What follows belongs to an exercise in optimizing a design on an open flow for small area and a short achievable clock period; a production flow would make more cautious choices.
At most, simulation tests tie the RTL to the original design; equivalence was not proved.

== the previous run ==
## s_axi_template
module s_axi_template #(
		parameter integer C_S_AXI_ID_WIDTH	= 1,
		parameter integer C_S_AXI_DATA_WIDTH	= 64,
		parameter integer C_S_AXI_ADDR_WIDTH	= 32,
		parameter integer C_S_AXI_AWUSER_WIDTH	= 1,
		parameter integer C_S_AXI_ARUSER_WIDTH	= 1,
		parameter integer C_S_AXI_WUSER_WIDTH	= 1,
		parameter integer C_S_AXI_RUSER_WIDTH	= 1,
		parameter integer C_S_AXI_BUSER_WIDTH	= 1
	)
	(
		output wire [15:0] P_buf,  
		output wire [15:0] A_dbg,
		output wire [15:0] B_dbg,
		output wire [15:0] C_dbg,
		output wire [ 3:0] mode_sel_dbg,
		input wire  S_AXI_ACLK,
		input wire  S_AXI_ARESETN,
		input wire [C_S_AXI_ID_WIDTH-1 : 0] S_AXI_AWID,
		input wire [C_S_AXI_ADDR_WIDTH-1 : 0] S_AXI_AWADDR,
		input wire [7 : 0] S_AXI_AWLEN,
		input wire [2 : 0] S_AXI_AWSIZE,
		input wire [1 : 0] S_AXI_AWBURST,
		input wire  S_AXI_AWLOCK,
		input wire [3 : 0] S_AXI_AWCACHE,
		input wire [2 : 0] S_AXI_AWPROT,
		input wire [3 : 0] S_AXI_AWQOS,
		input wire [3 : 0] S_AXI_AWREGION,
		input wire [C_S_AXI_AWUSER_WIDTH-1 : 0] S_AXI_AWUSER,
		input wire  S_AXI_AWVALID,
		output wire  S_AXI_AWREADY,
		input wire [C_S_AXI_DATA_WIDTH-1 : 0] S_AXI_WDATA,
		input wire [(C_S_AXI_DATA_WIDTH/8)-1 : 0] S_AXI_WSTRB,
		input wire  S_AXI_WLAST,
		input wire [C_S_AXI_WUSER_WIDTH-1 : 0] S_AXI_WUSER,
		input wire  S_AXI_WVALID,
		output wire  S_AXI_WREADY,
		output wire [C_S_AXI_ID_WIDTH-1 : 0] S_AXI_BID,
		output wire [1 : 0] S_AXI_BRESP,
		output wire [C_S_AXI_BUSER_WIDTH-1 : 0] S_AXI_BUSER,
		output wire  S_AXI_BVALID,
		input wire  S_AXI_BREADY,
		input wire [C_S_AXI_ID_WIDTH-1 : 0] S_AXI_ARID,
		input wire [C_S_AXI_ADDR_WIDTH-1 : 0] S_AXI_ARADDR,
		input wire [7 : 0] S_AXI_ARLEN,
		input wire [2 : 0] S_AXI_ARSIZE,
		input wire [1 : 0] S_AXI_ARBURST,
		input wire  S_AXI_ARLOCK,
		input wire [3 : 0] S_AXI_ARCACHE,
		input wire [2 : 0] S_AXI_ARPROT,
		input wire [3 : 0] S_AXI_ARQOS,
		input wire [3 : 0] S_AXI_ARREGION,
		input wire [C_S_AXI_ARUSER_WIDTH-1 : 0] S_AXI_ARUSER,
		input wire  S_AXI_ARVALID,
		output wire  S_AXI_ARREADY,
		output wire [C_S_AXI_ID_WIDTH-1 : 0] S_AXI_RID,
		output wire [C_S_AXI_DATA_WIDTH-1 : 0] S_AXI_RDATA,
  ...
Size: ~1400 cells after synthesis, ~160 flip-flops, ~350 I/O pins, roughly 0.011 mm² of cells after synthesis.
==> flow/config.mk <==
export PLATFORM = sky130hd
export DESIGN_NAME = s_axi_template
export DESIGN_NICKNAME = s_axi_template
export VERILOG_FILES = /design/flow/design.v
export SDC_FILE = /design/flow/constraint.sdc
export NUM_CORES = 4
export LEC_CHECK = 0
export ABC_CLOCK_PERIOD_IN_PS = 4000
export CAP_MARGIN = 20
export CORE_MARGIN = 2
export CORE_UTILIZATION = 40
export CTS_BUF_LIST = sky130_fd_sc_hd__clkbuf_4 sky130_fd_sc_hd__clkbuf_8
export CTS_CLUSTER_SIZE = 40
export SETUP_SLACK_MARGIN = 5
export SLEW_MARGIN = 20
==> flow/constraint.sdc <==
create_clock -name core_clock -period 10.0 [get_ports {S_AXI_ACLK}]
set_input_delay 2.0000 -clock core_clock [delete_from_list [all_inputs] [get_ports {S_AXI_ACLK}]]
set_output_delay 2.0000 -clock core_clock [all_outputs]
set_load 0.01 [all_outputs]
standard.sh (not shown) runs the stock make flow with config.mk's settings and CLKGATE_MAP_FILE= SYNTH_SCRIPT=/design/flow/synth_recipe.tcl, a recipe that flattens the netlist after the stock synthesis.
==> flow/flow/run.sh <==
#!/bin/bash
# The standard layout (standard.sh), with the port buffers made from
# sky130_fd_sc_hd__buf_1 instead of the cell buffer_ports picks by itself.
set -euo pipefail
bash standard.sh BUFFER_PORTS_ARGS="-buffer_cell sky130_fd_sc_hd__buf_1" MATCH_CELL_FOOTPRINT=0 finish > standard.log 2>&1
For the current run, these inputs were changed with respect to the previous run:
--- a/flow/design.v
+++ b/flow/design.v
@@ -492,29 +492,26 @@
 	wire rst = ~S_AXI_ARESETN;
 	wire [15:0] W = S_AXI_WDATA[15:0];
 	wire [15:0] A_wr;
 	wire [15:0] A_nx = rst ? 16'd0 : A_wr;
 	wire [15:0] B_nx = rst ? 16'd0 : (wbeat & wsel[1]) ? W : B;
 	wire [15:0] C_nx = rst ? 16'd0 : (wbeat & wsel[2]) ? W : C;
 	wire [ 3:0] M_nx = rst ? 4'd0  : (wbeat & wsel[3]) ? W[3:0] : mode_sel;
-	wire [15:0] Bi_m  = (mode_sel[2:0] == 3'b000) ? 16'd0 :
+	wire [15:0] Bi_nx = rst ? 16'd0 :
+	                    (mode_sel[2:0] == 3'b000) ? 16'd0 :
 	                    (mode_sel[2:1] == 2'b10)  ? 16'd1 : B;
-	wire [15:0] Ci_m  = (mode_sel[2] | (mode_sel[1] & mode_sel[0])) ? C : 16'd0;
-	wire [15:0] Bi_nx = rst ? 16'd0 : Bi_m;
-	wire [15:0] Ci_nx = rst ? 16'd0 : Ci_m;
+	wire [15:0] Ci_nx = (~rst & (mode_sel[2] | (mode_sel[1] & mode_sel[0]))) ? C : 16'd0;
 	wire        Sub_nx = mode_sel[0];
-	reg         rst_d;
 	always @(posedge S_AXI_ACLK) begin
 		A        <= A_nx;
 		B        <= B_nx;
 		C        <= C_nx;
 		mode_sel <= M_nx;
 		B_in     <= Bi_nx;
 		C_in     <= Ci_nx;
-		rst_d    <= rst;
 	end
 	assign A_dbg        = A;
 	assign B_dbg        = B_in;
 	assign C_dbg        = C_in;
 	assign mode_sel_dbg = mode_sel;
 	wire [15:0] cs_s, cs_y, cs_z;
 	wire        cs_e;
@@ -523,16 +520,16 @@
 	reg         P_e;
 	reg  [ 1:0] P_f;
 	xbip_multadd_0 MultAdd (
 		.WV (S_AXI_WVALID),
 		.ARM(axi_wready & wsel[0]),
 		.W  (W),
 		.AQ (A),
-		.B  (Bi_m),
-		.X  (Ci_m ^ {16{Sub_nx}}),
+		.B  (Bi_nx),
+		.X  (Ci_nx ^ {16{Sub_nx}}),
 		.CI (Sub_nx),
 		.AW (A_wr),
 		.S  (cs_s),
 		.Y  (cs_y),
 		.Z  (cs_z),
 		.E  (cs_e),
 		.F  (cs_f)
@@ -540,15 +537,15 @@
 	always @(posedge S_AXI_ACLK) begin
 		P_s <= cs_s;
 		P_y <= cs_y;
 		P_z <= cs_z;
 		P_e <= cs_e;
 		P_f <= cs_f;
 	end
-	wire P_en = ~rst_d & ((~mode_sel[2] & ~mode_sel[0]) | (mode_sel[1] & mode_sel[0]));
+	wire P_en = (~mode_sel[2] & ~mode_sel[0]) | (mode_sel[1] & mode_sel[0]);
 	mul_final MultFinal (
 		.S (P_s),
 		.Y (P_y),
 		.Z (P_z),
 		.E (P_e),
 		.F (P_f),
 		.EN(P_en),
--- outcome ---
The current run completed end to end with timing, DRC and antenna clean. As of the current run, global-route wire length before repair had fallen by more than 10% compared to the previous run. Slew at the pin with the worst max-slew slack in the current run vs the previous run: down 0.30 ns. Number of clock sinks ended up 1 lower on the current run than on the previous run. Diff the previous run -> the current run | sequential share of layout area | increase of 2.0 points. Post-synthesis register bit count, the previous run and the current run, lower one = the current run. Instance count after placement with tap cells included: the current run < the previous run. Of the previous run and the current run, the lower area occupied by multi-input gates belongs to the current run. Die area (the previous run / the current run): 1.09. Looking at post-placement worst setup slack across the previous run and the current run, the one that comes out higher is the previous run. For the current run, the timing startpoint of the critical path was P_z[10], unlike the previous run, where it was S_AXI_WVALID. Changes observed in the current run relative to the previous run: largest stage delay on the critical path increased by 0.13 ns relative to the old numbers, shortest period the worst path allows now smaller. The previous run → the current run: number of global-route vias before repair decreased by about 16% relative to the old numbers; non-clock buffer count shrank by 14.
No functional check of the RTL was part of the previous run.

## what the ideal ports hide
In the flow no input, the clock included, has a driving cell. The finished layouts below were timed again as built, in two steps.
Step 1 sets driving cells, clkbuf_16 on the clock port and buf_2 on the other inputs (assumed; they add their load-dependent delay and slew).
Step 2 moves the port delays by t, midway between the first and last clock arrival at a register: inputs arrive t later, outputs are due t later. That takes back most of the time a late clock gives input paths.
Three values: no drivers, after step 1, after step 2; two values: the first two.
| run | t, ns | slack for setup (ns) | worst setup path after step 2 | worst data-port slew with drivers (ns) |
|---|---|---|---|---|
| the previous run | 0.514 | 5.089 / 5.102 / 4.588 | input to register | 0.06 |
| the current run | 0.504 | 5.100 / 5.058 / 4.640 | input to register | 0.06 |
After both steps setup and hold are still met in every run listed. For the previous run, which loses most, drivers alone change the setup slack by +0.013 ns; drivers and shift together by -0.501 ns.
